This is an optimization exercise on Yosys and OpenROAD, whose aim is small area, not a production implementation.
At most, simulation tests tie the RTL to the original design; equivalence was not proved.
Power is estimated from default activity; no workload was simulated.

==> inputs of run G <==
## WaveGenerator
module WaveGenerator #(N = 32, M = 16)(
  input clk,
  input rst,
  input chirp_reverse,             
  input [7:0] chirp_delay,         
  input [N-1:0] chirp_min_ctrl,    
  input [N-1:0] chirp_max_ctrl,    
  input [N-1:0] chirp_inc_rate,    
  input [N-1:0] chirp_div_rate,    
  output [M-1:0] waveform          
);
==> module NCO, before the edit <==
module NCO #(N = 32)(
  input clk,
  input rst,                  
  input [N-1:0] ctrl,         
  output reg [15:0] sin_out   
);
reg [N-1:0] phase;
reg [7:0] ph1, ph2;
always @(posedge clk) begin
  if (rst)
    phase <= {N{1'b0}};
  else
    phase <= phase + ctrl;
  ph1 <= phase[N-1:N-8];
  ph2 <= ph1;
end
reg [5:0] sin_lut_sel;
reg [15:0] sin_lut_val;
always @(*) begin
  sin_lut_sel = ph2[6] ? ~(ph2[5:0]-1'b1) : ph2[5:0];
  if (ph2[6] & ~|ph2[5:0]) begin
    sin_out = ph2[7] ? 16'b10000000_00000001 : 16'b01111111_11111111;
  end else begin
    sin_out = ph2[7] ? (~sin_lut_val+1'b1) : sin_lut_val;
  end
  case(sin_lut_sel)
    6'h00 : sin_lut_val = 16'h0000;
    6'h01 : sin_lut_val = 16'h0324;
    6'h02 : sin_lut_val = 16'h0648;
    6'h03 : sin_lut_val = 16'h096A;
    6'h04 : sin_lut_val = 16'h0C8C;
    6'h05 : sin_lut_val = 16'h0FAB;
    6'h06 : sin_lut_val = 16'h12C8;
    6'h07 : sin_lut_val = 16'h15E2;
    6'h08 : sin_lut_val = 16'h18F9;
    6'h09 : sin_lut_val = 16'h1C0B;
    6'h0A : sin_lut_val = 16'h1F1A;
    6'h0B : sin_lut_val = 16'h2223;
    6'h0C : sin_lut_val = 16'h2528;
    6'h0D : sin_lut_val = 16'h2826;
    6'h0E : sin_lut_val = 16'h2B1F;
    6'h0F : sin_lut_val = 16'h2E11;
    6'h10 : sin_lut_val = 16'h30FB;
    6'h11 : sin_lut_val = 16'h33DF;
    6'h12 : sin_lut_val = 16'h36BA;
    6'h13 : sin_lut_val = 16'h398C;
    6'h14 : sin_lut_val = 16'h3C56;
    6'h15 : sin_lut_val = 16'h3F17;
    6'h16 : sin_lut_val = 16'h41CE;
    6'h17 : sin_lut_val = 16'h447A;
    6'h18 : sin_lut_val = 16'h471C;
    6'h19 : sin_lut_val = 16'h49B4;
    6'h1A : sin_lut_val = 16'h4C3F;
    6'h1B : sin_lut_val = 16'h4EBF;
    6'h1C : sin_lut_val = 16'h5133;
    6'h1D : sin_lut_val = 16'h539B;
    6'h1E : sin_lut_val = 16'h55F5;
    6'h1F : sin_lut_val = 16'h5842;
    6'h20 : sin_lut_val = 16'h5A82;
    6'h21 : sin_lut_val = 16'h5CB3;
    6'h22 : sin_lut_val = 16'h5ED7;
    6'h23 : sin_lut_val = 16'h60EB;
    6'h24 : sin_lut_val = 16'h62F1;
    6'h25 : sin_lut_val = 16'h64E8;
    6'h26 : sin_lut_val = 16'h66CF;
    6'h27 : sin_lut_val = 16'h68A6;
    6'h28 : sin_lut_val = 16'h6A6D;
    6'h29 : sin_lut_val = 16'h6C23;
    6'h2A : sin_lut_val = 16'h6DC9;
    6'h2B : sin_lut_val = 16'h6F5E;
    6'h2C : sin_lut_val = 16'h70E2;
    6'h2D : sin_lut_val = 16'h7254;
    6'h2E : sin_lut_val = 16'h73B5;
    6'h2F : sin_lut_val = 16'h7504;
    6'h30 : sin_lut_val = 16'h7641;
    6'h31 : sin_lut_val = 16'h776B;
    6'h32 : sin_lut_val = 16'h7884;
    6'h33 : sin_lut_val = 16'h7989;
    6'h34 : sin_lut_val = 16'h7A7C;
    6'h35 : sin_lut_val = 16'h7B5C;
    6'h36 : sin_lut_val = 16'h7C29;
    6'h37 : sin_lut_val = 16'h7CE3;
    6'h38 : sin_lut_val = 16'h7D89;
    6'h39 : sin_lut_val = 16'h7E1D;
    6'h3A : sin_lut_val = 16'h7E9C;
    6'h3B : sin_lut_val = 16'h7F09;
    6'h3C : sin_lut_val = 16'h7F61;
    6'h3D : sin_lut_val = 16'h7FA6;
    6'h3E : sin_lut_val = 16'h7FD8;
    6'h3F : sin_lut_val = 16'h7FF5;
  endcase
end
endmodule
==> module Chirp, before the edit <==
module Chirp #(N = 32)(
  input clk,
  input rst,
  input [7:0] delay,           
  input reverse,               
  input [N-1:0] min_ctrl,      
  input [N-1:0] max_ctrl,      
  input [N-1:0] inc_rate,      
  input [N-1:0] div_rate,      
  output reg nco_reset,        
  output reg [N-1:0] nco_ctrl  
);
wire [N-1:0] stt_ctrl;
wire [N-1:0] end_ctrl;
wire end_flag;
assign stt_ctrl = reverse ? max_ctrl : min_ctrl;
assign end_ctrl = reverse ? min_ctrl : max_ctrl;
assign end_flag = reverse ? (nco_ctrl <= end_ctrl) : (nco_ctrl >= end_ctrl);
reg [N-1:0] rate_count;
reg [7:0] delay_count;
always @(posedge clk) begin
  if (rst) begin
    rate_count <= {N{1'b0}};
    delay_count <= 4'b0;
    nco_reset <= 1'b1;
    nco_ctrl <= {N{1'b0}};
  end else begin
    if (end_flag) begin
      nco_ctrl <= stt_ctrl;
      rate_count <= rate_count + 1'b1;
    end else if (rate_count >= div_rate) begin
      nco_ctrl <= reverse ? nco_ctrl - inc_rate : nco_ctrl + inc_rate;
      rate_count <= {N{1'b0}};
    end else
      rate_count <= rate_count + 1'b1;
    if (end_flag) begin
      if (delay_count >= delay)
        delay_count <= 8'b0;
      else
        delay_count <= delay_count + 1'b1;
    end
    nco_reset <= |delay_count;
  end
end
endmodule
==> flow/config.mk <==
export PLATFORM = sky130hd
export DESIGN_NAME = WaveGenerator
export DESIGN_NICKNAME = WaveGenerator
export VERILOG_FILES = /design/flow/design.v
export SDC_FILE = /design/flow/constraint.sdc
export NUM_CORES = 4
export LEC_CHECK = 0
export CAP_MARGIN = 20
export CORE_MARGIN = 2
export CORE_UTILIZATION = 40
export SLEW_MARGIN = 20
==> flow/constraint.sdc <==
create_clock -name core_clock -period 6.0 [get_ports {clk}]
set_input_delay 1.2000 -clock core_clock [delete_from_list [all_inputs] [get_ports {clk}]]
set_output_delay 1.2000 -clock core_clock [all_outputs]
set_load 0.01 [all_outputs]
standard.sh (not shown) runs the stock make flow with config.mk's settings and CLKGATE_MAP_FILE= SYNTH_SCRIPT=/design/flow/synth_recipe.tcl, a recipe that flattens the netlist after the stock synthesis.
==> flow/flow/run.sh <==
#!/bin/bash
# Standard layout flow, unchanged.
bash standard.sh > standard.log 2>&1
==> inputs of run Y, as changes to run G <==
--- a/flow/design.v
+++ b/flow/design.v
@@ -1,2 +1,2 @@
-module NCO #(N = 32)(
+module NCO #(N = 32, B = 8)(
   input clk,
@@ -6,2 +6,25 @@
 );
+function automatic [N-1:0] add;
+  input [N-1:0] a, b;
+  integer i, k;
+  reg c, G, P;
+  reg [N-1:0] g, p;
+  begin
+    g = a & b;
+    p = a ^ b;
+    c = 1'b0;
+    for (k = 0; k < N; k = k + B) begin
+      G = 1'b0; P = 1'b1;
+      for (i = k; i < k + B; i = i + 1) begin
+        G = g[i] | (p[i] & G);
+        P = P & p[i];
+      end
+      for (i = k; i < k + B; i = i + 1) begin
+        add[i] = p[i] ^ c;
+        c = g[i] | (p[i] & c);
+      end
+      c = G | (P & c);
+    end
+  end
+endfunction
 reg [N-1:0] phase;
@@ -12,3 +35,3 @@
   else
-    phase <= phase + ctrl;
+    phase <= add(phase, ctrl);
   ph1 <= phase[N-1:N-8];
@@ -93,3 +116,3 @@
 endmodule
-module Chirp #(N = 32)(
+module Chirp #(N = 32, B = 8)(
   input clk,
@@ -105,14 +128,69 @@
 );
-wire [N-1:0] stt_ctrl;
-wire [N-1:0] end_ctrl;
-wire end_flag;
-assign stt_ctrl = reverse ? max_ctrl : min_ctrl;
-assign end_ctrl = reverse ? min_ctrl : max_ctrl;
-assign end_flag = reverse ? (nco_ctrl <= end_ctrl) : (nco_ctrl >= end_ctrl);
-reg [N-1:0] rate_count;
+function automatic ge;
+  input [N-1:0] a, b;
+  integer i, k;
+  reg c, G, T;
+  begin
+    c = 1'b1;
+    for (k = 0; k < N; k = k + B) begin
+      G = 1'b0; T = 1'b1;
+      for (i = k; i < k + B; i = i + 1) begin
+        G = (a[i] & ~b[i]) | ((a[i] | ~b[i]) & G);
+        T = T & (a[i] | ~b[i]);
+      end
+      c = G | (T & c);
+    end
+    ge = c;
+  end
+endfunction
+function automatic [N-1:0] add;
+  input [N-1:0] a, b;
+  input ci;
+  integer i, k;
+  reg c, G, P;
+  reg [N-1:0] g, p;
+  begin
+    g = a & b;
+    p = a ^ b;
+    c = ci;
+    for (k = 0; k < N; k = k + B) begin
+      G = 1'b0; P = 1'b1;
+      for (i = k; i < k + B; i = i + 1) begin
+        G = g[i] | (p[i] & G);
+        P = P & p[i];
+      end
+      for (i = k; i < k + B; i = i + 1) begin
+        add[i] = p[i] ^ c;
+        c = g[i] | (p[i] & c);
+      end
+      c = G | (P & c);
+    end
+  end
+endfunction
+function automatic [N-1:0] dec;
+  input [N-1:0] a;
+  integer i, k;
+  reg c, P;
+  begin
+    c = 1'b1;
+    for (k = 0; k < N; k = k + B) begin
+      P = ~|a[k +: B];
+      for (i = k; i < k + B; i = i + 1) begin
+        dec[i] = a[i] ^ c;
+        c = c & ~a[i];
+      end
+      c = P & c;
+    end
+  end
+endfunction
+wire [N-1:0] stt_ctrl = reverse ? max_ctrl : min_ctrl;
+wire end_flag = reverse ? ge(min_ctrl, nco_ctrl) : ge(nco_ctrl, max_ctrl);
+reg [N-1:0] rate_count_n;     
 reg [7:0] delay_count;
+wire step = ge(~div_rate, rate_count_n);
+wire [N-1:0] nco_step = add(nco_ctrl, inc_rate ^ {N{reverse}}, reverse);
 always @(posedge clk) begin
   if (rst) begin
-    rate_count <= {N{1'b0}};
-    delay_count <= 4'b0;
+    rate_count_n <= {N{1'b1}};
+    delay_count <= 8'b0;
     nco_reset <= 1'b1;
@@ -122,8 +200,8 @@
       nco_ctrl <= stt_ctrl;
-      rate_count <= rate_count + 1'b1;
-    end else if (rate_count >= div_rate) begin
-      nco_ctrl <= reverse ? nco_ctrl - inc_rate : nco_ctrl + inc_rate;
-      rate_count <= {N{1'b0}};
+      rate_count_n <= dec(rate_count_n);
+    end else if (step) begin
+      nco_ctrl <= nco_step;
+      rate_count_n <= {N{1'b1}};
     end else
-      rate_count <= rate_count + 1'b1;
+      rate_count_n <= dec(rate_count_n);
     if (end_flag) begin
==> flow/flow/run.sh (replaced) <==
#!/bin/bash
# Standard ORFS layout, with these changes:
#  - synthesis maps logic with an area-oriented ABC script (flow/abc.script)
#    and leaves adders as plain logic (no full/half-adder cells); registers
#    are the standard synthesis's (same passes up to mapping, same names)
#  - ports are buffered with the smallest buffer
set -u
W=$(pwd)
export MY_ABC_SCRIPT=$W/flow/abc.script
export MY_NO_FA=1
bash standard.sh SYNTH_SCRIPT=$W/flow/my_synth.tcl \
  BUFFER_PORTS_ARGS="-buffer_cell sky130_fd_sc_hd__buf_1" \
  CTS_ARGS="-sink_clustering_enable -repair_clock_nets -dont_use_dummy_load -buf_list sky130_fd_sc_hd__clkbuf_8" finish > standard.log 2>&1
==> flow/flow/abc.script (new file) <==
strash
ifraig
dch
map -D 5000
topo
upsize -c
dnsize -c
topo
stime -c
==> flow/flow/my_synth.tcl (new file) <==
proc synth {args} { yosys synth -nofsm -noshare {*}$args }
if { [info exists ::env(MY_ABC_SCRIPT)] && $::env(MY_ABC_SCRIPT) ne "" } {
  proc abc {args} {
    set i [lsearch -exact $args -script]
    if { $i >= 0 } { set args [lreplace $args $i [expr {$i + 1}] -script $::env(MY_ABC_SCRIPT)] }
    set i [lsearch -exact $args -D]
    if { $i >= 0 && [info exists ::env(MY_ABC_D)] } { set args [lreplace $args $i [expr {$i + 1}] -D $::env(MY_ABC_D)] }
    puts "my abc: $args"
    if { [info exists ::env(MY_ABC_KEEP_SCRIPT)] && [info exists ::env(SYNTH_KEEP_MODULES)] } {
      set kargs $args
      set i [lsearch -exact $kargs -script]
      set kargs [lreplace $kargs $i [expr {$i + 1}] -script $::env(MY_ABC_KEEP_SCRIPT)]
      foreach m $::env(SYNTH_KEEP_MODULES) {
        yosys abc {*}$kargs $m
      }
      yosys abc {*}$args $::env(DESIGN_NAME)
    } else {
      yosys abc {*}$args
    }
  }
}
if { [info exists ::env(MY_NO_FA)] && $::env(MY_NO_FA) eq "1" } {
  proc extract_fa {args} { puts "extract_fa skipped" }
}
source $::env(SCRIPTS_DIR)/synth.tcl
# left out here: clear keep_hierarchy, flatten, clean up, hide names made inside functions, write 1_2_yosys.v
--- a/flow/config.mk
+++ b/flow/config.mk
@@ -10,2 +10,3 @@
 export CORE_UTILIZATION = 40
+export GPL_TIMING_DRIVEN = 0
 export SLEW_MARGIN = 20
==> qor summary <==
Final core utilization: run Y 0.490; run G 0.488
Initial DRC count: run Y 517; run G 969
Tap cell instance count: run Y 280; run G 448
Largest incremental delay on the critical path: run Y 0.22 ns; run G 0.56 ns
Number of multi-input combinational cells in the layout: run Y 1099; run G 1430
Least setup slack across all paths after layout: run Y 0.264 ns; run G 0.274 ns
Run status: run Y complete, no violations; run G complete, no violations
Root Driver: run Y clkbuf_8; run G clkbuf_16
Placeable core region: run Y 0.0218 mm2; run G 0.0334 mm2
DIE AREA: run Y 0.0234 mm2; run G 0.0351 mm2
Global Route met2 Usage: run Y 0.377; run G 0.375
Mapped Avg Cell Area: run Y 6.35 um2; run G 7.74 um2
Overall global routing resource usage: run Y 0.217; run G 0.224
Crit-path max FO: run Y 8; run G 9
Register share of the cell area: run Y 0.227; run G 0.149
Total power of the final layout: run Y 0.00243 W; run G 0.00539 W
Final-layout worst hold slack: run Y 0.321 ns; run G 0.325 ns
Sequential group power: run Y 0.000930 W; run G 0.00100 W
CP Data Required Time: run Y 6.36 ns; run G 4.80 ns
Critical path startpoint: run Y chirp_reverse; run G NCO0.ph2[0]$_DFF_P_
Clock network power: run Y 0.000528 W; run G 0.00103 W
No functional check of the RTL was part of run G.

---

==> ember: inputs <==
==> flow/design.v <==
module NCO #(N = 32, B = 8)(
  input clk,
  input rst,                  
  input [N-1:0] ctrl,         
  output reg [15:0] sin_out   
);
function automatic [N-1:0] add;
  input [N-1:0] a, b;
  integer i, k;
  reg c, G, P;
  reg [N-1:0] g, p;
  begin
    g = a & b;
    p = a ^ b;
    c = 1'b0;
    for (k = 0; k < N; k = k + B) begin
      G = 1'b0; P = 1'b1;
      for (i = k; i < k + B; i = i + 1) begin
        G = g[i] | (p[i] & G);
        P = P & p[i];
      end
      for (i = k; i < k + B; i = i + 1) begin
        add[i] = p[i] ^ c;
        c = g[i] | (p[i] & c);
      end
      c = G | (P & c);
    end
  end
endfunction
reg [N-1:0] phase;
reg [7:0] ph1, ph2;
always @(posedge clk) begin
  if (rst)
    phase <= {N{1'b0}};
  else
    phase <= add(phase, ctrl);
  ph1 <= phase[N-1:N-8];
  ph2 <= ph1;
end
reg [5:0] sin_lut_sel;
reg [15:0] sin_lut_val;
always @(*) begin
  sin_lut_sel = ph2[6] ? ~(ph2[5:0]-1'b1) : ph2[5:0];
  if (ph2[6] & ~|ph2[5:0]) begin
    sin_out = ph2[7] ? 16'b10000000_00000001 : 16'b01111111_11111111;
  end else begin
    sin_out = ph2[7] ? (~sin_lut_val+1'b1) : sin_lut_val;
  end
  case(sin_lut_sel)
    6'h00 : sin_lut_val = 16'h0000;
    6'h01 : sin_lut_val = 16'h0324;
    6'h02 : sin_lut_val = 16'h0648;
    6'h03 : sin_lut_val = 16'h096A;
    6'h04 : sin_lut_val = 16'h0C8C;
    6'h05 : sin_lut_val = 16'h0FAB;
    6'h06 : sin_lut_val = 16'h12C8;
    6'h07 : sin_lut_val = 16'h15E2;
    6'h08 : sin_lut_val = 16'h18F9;
    6'h09 : sin_lut_val = 16'h1C0B;
    6'h0A : sin_lut_val = 16'h1F1A;
    6'h0B : sin_lut_val = 16'h2223;
    6'h0C : sin_lut_val = 16'h2528;
    6'h0D : sin_lut_val = 16'h2826;
    6'h0E : sin_lut_val = 16'h2B1F;
    6'h0F : sin_lut_val = 16'h2E11;
    6'h10 : sin_lut_val = 16'h30FB;
    6'h11 : sin_lut_val = 16'h33DF;
    6'h12 : sin_lut_val = 16'h36BA;
    6'h13 : sin_lut_val = 16'h398C;
    6'h14 : sin_lut_val = 16'h3C56;
    6'h15 : sin_lut_val = 16'h3F17;
    6'h16 : sin_lut_val = 16'h41CE;
    6'h17 : sin_lut_val = 16'h447A;
    6'h18 : sin_lut_val = 16'h471C;
    6'h19 : sin_lut_val = 16'h49B4;
    6'h1A : sin_lut_val = 16'h4C3F;
    6'h1B : sin_lut_val = 16'h4EBF;
    6'h1C : sin_lut_val = 16'h5133;
    6'h1D : sin_lut_val = 16'h539B;
    6'h1E : sin_lut_val = 16'h55F5;
    6'h1F : sin_lut_val = 16'h5842;
    6'h20 : sin_lut_val = 16'h5A82;
    6'h21 : sin_lut_val = 16'h5CB3;
    6'h22 : sin_lut_val = 16'h5ED7;
    6'h23 : sin_lut_val = 16'h60EB;
    6'h24 : sin_lut_val = 16'h62F1;
    6'h25 : sin_lut_val = 16'h64E8;
    6'h26 : sin_lut_val = 16'h66CF;
    6'h27 : sin_lut_val = 16'h68A6;
    6'h28 : sin_lut_val = 16'h6A6D;
    6'h29 : sin_lut_val = 16'h6C23;
    6'h2A : sin_lut_val = 16'h6DC9;
    6'h2B : sin_lut_val = 16'h6F5E;
    6'h2C : sin_lut_val = 16'h70E2;
    6'h2D : sin_lut_val = 16'h7254;
    6'h2E : sin_lut_val = 16'h73B5;
    6'h2F : sin_lut_val = 16'h7504;
    6'h30 : sin_lut_val = 16'h7641;
    6'h31 : sin_lut_val = 16'h776B;
    6'h32 : sin_lut_val = 16'h7884;
    6'h33 : sin_lut_val = 16'h7989;
    6'h34 : sin_lut_val = 16'h7A7C;
    6'h35 : sin_lut_val = 16'h7B5C;
    6'h36 : sin_lut_val = 16'h7C29;
    6'h37 : sin_lut_val = 16'h7CE3;
    6'h38 : sin_lut_val = 16'h7D89;
    6'h39 : sin_lut_val = 16'h7E1D;
    6'h3A : sin_lut_val = 16'h7E9C;
    6'h3B : sin_lut_val = 16'h7F09;
    6'h3C : sin_lut_val = 16'h7F61;
    6'h3D : sin_lut_val = 16'h7FA6;
    6'h3E : sin_lut_val = 16'h7FD8;
    6'h3F : sin_lut_val = 16'h7FF5;
  endcase
end
endmodule
module Chirp #(N = 32, B = 8)(
  input clk,
  input rst,
  input [7:0] delay,           
  input reverse,               
  input [N-1:0] min_ctrl,      
  input [N-1:0] max_ctrl,      
  input [N-1:0] inc_rate,      
  input [N-1:0] div_rate,      
  output reg nco_reset,        
  output reg [N-1:0] nco_ctrl  
);
function automatic ge;
  input [N-1:0] a, b;
  integer i, k;
  reg c, G, T;
  begin
    c = 1'b1;
    for (k = 0; k < N; k = k + B) begin
      G = 1'b0; T = 1'b1;
      for (i = k; i < k + B; i = i + 1) begin
        G = (a[i] & ~b[i]) | ((a[i] | ~b[i]) & G);
        T = T & (a[i] | ~b[i]);
      end
      c = G | (T & c);
    end
    ge = c;
  end
endfunction
function automatic [N-1:0] add;
  input [N-1:0] a, b;
  input ci;
  integer i, k;
  reg c, G, P;
  reg [N-1:0] g, p;
  begin
    g = a & b;
    p = a ^ b;
    c = ci;
    for (k = 0; k < N; k = k + B) begin
      G = 1'b0; P = 1'b1;
      for (i = k; i < k + B; i = i + 1) begin
        G = g[i] | (p[i] & G);
        P = P & p[i];
      end
      for (i = k; i < k + B; i = i + 1) begin
        add[i] = p[i] ^ c;
        c = g[i] | (p[i] & c);
      end
      c = G | (P & c);
    end
  end
endfunction
function automatic [N-1:0] dec;
  input [N-1:0] a;
  integer i, k;
  reg c, P;
  begin
    c = 1'b1;
    for (k = 0; k < N; k = k + B) begin
      P = ~|a[k +: B];
      for (i = k; i < k + B; i = i + 1) begin
        dec[i] = a[i] ^ c;
        c = c & ~a[i];
      end
      c = P & c;
    end
  end
endfunction
wire [N-1:0] stt_ctrl = reverse ? max_ctrl : min_ctrl;
wire end_flag = reverse ? ge(min_ctrl, nco_ctrl) : ge(nco_ctrl, max_ctrl);
reg [N-1:0] rate_count_n;     
reg [7:0] delay_count;
wire step = ge(~div_rate, rate_count_n);
wire [N-1:0] nco_step = add(nco_ctrl, inc_rate ^ {N{reverse}}, reverse);
always @(posedge clk) begin
  if (rst) begin
    rate_count_n <= {N{1'b1}};
    delay_count <= 8'b0;
    nco_reset <= 1'b1;
    nco_ctrl <= {N{1'b0}};
  end else begin
    if (end_flag) begin
      nco_ctrl <= stt_ctrl;
      rate_count_n <= dec(rate_count_n);
    end else if (step) begin
      nco_ctrl <= nco_step;
      rate_count_n <= {N{1'b1}};
    end else
      rate_count_n <= dec(rate_count_n);
    if (end_flag) begin
      if (delay_count >= delay)
        delay_count <= 8'b0;
      else
        delay_count <= delay_count + 1'b1;
    end
    nco_reset <= |delay_count;
  end
end
endmodule
module WaveGenerator #(N = 32, M = 16)(
  input clk,
  input rst,
  input chirp_reverse,             
  input [7:0] chirp_delay,         
  input [N-1:0] chirp_min_ctrl,    
  input [N-1:0] chirp_max_ctrl,    
  input [N-1:0] chirp_inc_rate,    
  input [N-1:0] chirp_div_rate,    
  output [M-1:0] waveform          
);
wire chirp_nco_reset;
wire [N-1:0] chirp_nco_ctrl;
NCO #(.N(N)) NCO0 (
  .clk     ( clk             ),
  .rst     ( chirp_nco_reset ),
  .ctrl    ( chirp_nco_ctrl  ),
  .sin_out ( waveform        )
);
Chirp #(.N(N)) Chirp0 (
  .clk       ( clk             ),
  .rst       ( rst             ),
  .delay     ( chirp_delay     ),
  .reverse   ( chirp_reverse   ),
  .min_ctrl  ( chirp_min_ctrl  ),
  .max_ctrl  ( chirp_max_ctrl  ),
  .inc_rate  ( chirp_inc_rate  ),
  .div_rate  ( chirp_div_rate  ),
  .nco_reset ( chirp_nco_reset ),
  .nco_ctrl  ( chirp_nco_ctrl  )
);
endmodule
==> flow/flow/run.sh <==
#!/bin/bash
# Standard ORFS layout, with these changes:
#  - synthesis maps logic with an area-oriented ABC script (flow/abc.script)
#    and leaves adders as plain logic (no full/half-adder cells); registers
#    are the standard synthesis's (same passes up to mapping, same names)
#  - ports are buffered with the smallest buffer
set -u
W=$(pwd)
export MY_ABC_SCRIPT=$W/flow/abc.script
export MY_NO_FA=1
bash standard.sh SYNTH_SCRIPT=$W/flow/my_synth.tcl \
  BUFFER_PORTS_ARGS="-buffer_cell sky130_fd_sc_hd__buf_1" \
  CTS_ARGS="-sink_clustering_enable -repair_clock_nets -dont_use_dummy_load -buf_list sky130_fd_sc_hd__clkbuf_8" finish > standard.log 2>&1
==> flow/flow/abc.script <==
strash
ifraig
dch
map -D 5300
topo
upsize -c
dnsize -c
topo
stime -c
==> flow/flow/my_synth.tcl <==
proc synth {args} { yosys synth -nofsm -noshare {*}$args }
if { [info exists ::env(MY_ABC_SCRIPT)] && $::env(MY_ABC_SCRIPT) ne "" } {
  proc abc {args} {
    set i [lsearch -exact $args -script]
    if { $i >= 0 } { set args [lreplace $args $i [expr {$i + 1}] -script $::env(MY_ABC_SCRIPT)] }
    set i [lsearch -exact $args -D]
    if { $i >= 0 && [info exists ::env(MY_ABC_D)] } { set args [lreplace $args $i [expr {$i + 1}] -D $::env(MY_ABC_D)] }
    puts "my abc: $args"
    if { [info exists ::env(MY_ABC_KEEP_SCRIPT)] && [info exists ::env(SYNTH_KEEP_MODULES)] } {
      set kargs $args
      set i [lsearch -exact $kargs -script]
      set kargs [lreplace $kargs $i [expr {$i + 1}] -script $::env(MY_ABC_KEEP_SCRIPT)]
      foreach m $::env(SYNTH_KEEP_MODULES) {
        yosys abc {*}$kargs $m
      }
      yosys abc {*}$args $::env(DESIGN_NAME)
    } else {
      yosys abc {*}$args
    }
  }
}
if { [info exists ::env(MY_NO_FA)] && $::env(MY_NO_FA) eq "1" } {
  proc extract_fa {args} { puts "extract_fa skipped" }
}
source $::env(SCRIPTS_DIR)/synth.tcl
# left out here: clear keep_hierarchy, flatten, clean up, hide names made inside functions, write 1_2_yosys.v
==> flow/standard.sh <==
#!/bin/bash
# synth_recipe.tcl (not shown) runs the flow's synth.tcl, then flattens the netlist and writes it again
# the make line also repeats each setting of config.mk as NAME=value (left out here)
make -C /OpenROAD-flow-scripts/flow DESIGN_CONFIG=/design/flow/config.mk WORK_HOME=/design/flow/orfs CLKGATE_MAP_FILE= SYNTH_SCRIPT=/design/flow/synth_recipe.tcl "${@:-finish}"
==> flow/config.mk <==
export PLATFORM = sky130hd
export DESIGN_NAME = WaveGenerator
export DESIGN_NICKNAME = WaveGenerator
export VERILOG_FILES = /design/flow/design.v
export SDC_FILE = /design/flow/constraint.sdc
export NUM_CORES = 4
export LEC_CHECK = 0
export CAP_MARGIN = 20
export CORE_MARGIN = 2
export CORE_UTILIZATION = 40
export SETUP_SLACK_MARGIN = -0.3
export SLEW_MARGIN = 20
==> flow/constraint.sdc <==
create_clock -name core_clock -period 6.0 [get_ports {clk}]
set_input_delay 1.2000 -clock core_clock [delete_from_list [all_inputs] [get_ports {clk}]]
set_output_delay 1.2000 -clock core_clock [all_outputs]
set_load 0.01 [all_outputs]
==> zinc: changes against ember <==
==> flow/flow/abc.script (replaced) <==
strash
ifraig
dch
map -D 5000
topo
upsize -c
dnsize -c
topo
stime -c
- SETUP_SLACK_MARGIN: -0.3 -> not set
==> maple: changes against ember <==
==> flow/flow/abc.script (replaced) <==
strash
ifraig
dch
map -D 5000
topo
upsize -c
dnsize -c
topo
stime -c
- SETUP_SLACK_MARGIN: -0.3 -> -1.0
==> comparison <==
Clock skew: zinc < maple < ember.
In maple the worst setup slack is worse than in zinc, by 0.43 ns.
Against ember, the clock power of zinc is smaller by about 1%.
In zinc the sequential share of layout area is lower than in maple, by 0.36 points.
The lowest non-clock buffer count belongs to maple, the highest to ember.
Against maple, the critical path depth of ember is higher by 12.
Sequential power is about the same in maple and ember.
ember ran to the end with no violations. maple produced a layout that fails on setup timing. zinc finished with timing, DRC and antenna clean.
Against ember, the register-to-register slack of maple is lower by 0.47 ns.

==> afterwards: timing with drivers on the ports <==
The results above use ideal ports. As a check the final layouts listed here were re-extracted and re-timed, cells and wires unchanged. Step 1 (the two cells are an assumption about what drives the block):
set clk [get_ports {clk}]
set_driving_cell -lib_cell sky130_fd_sc_hd__clkbuf_16 $clk
set_driving_cell -lib_cell sky130_fd_sc_hd__buf_2 [delete_from_list [all_inputs] $clk]
Step 2 adds t to the input delays and takes it off the output delays; t is the mean of the earliest and latest rising clock arrival at the registers after step 1. Input paths then give back, and output paths get back, about the clock's delay inside the block. Slacks: ideal ports / drivers / drivers and shift; pairs: ideal ports / drivers.
| run | t, ns | setup WS [ns] | worst setup path at the end | latest minus earliest clock arrival (ns) | worst data-port slew with drivers (ns) |
|---|---|---|---|---|---|
| run G | 0.467 | 0.274 / 0.226 / 0.198 | input to register | 0.019 / 0.018 | 0.05 |
| run Y | 0.468 | 0.264 / 0.127 / -0.341 | input to register | 0.040 / 0.040 | 0.23 |
| ember | 0.470 | 0.136 / 0.103 / -0.367 | input to register | 0.041 / 0.041 | 0.11 |
| zinc | 0.469 | 0.416 / 0.366 / -0.103 | input to register | 0.039 / 0.039 | 0.12 |
| maple | 0.471 | -0.012 / -0.012 / -0.151 | input to register | 0.039 / 0.039 | 0.12 |
Met with ideal ports but missed after step 2: setup timing in run Y, ember and zinc. The setup slack of run Y, which loses most, moves by -0.137 ns with the drivers and by -0.605 ns with both steps.
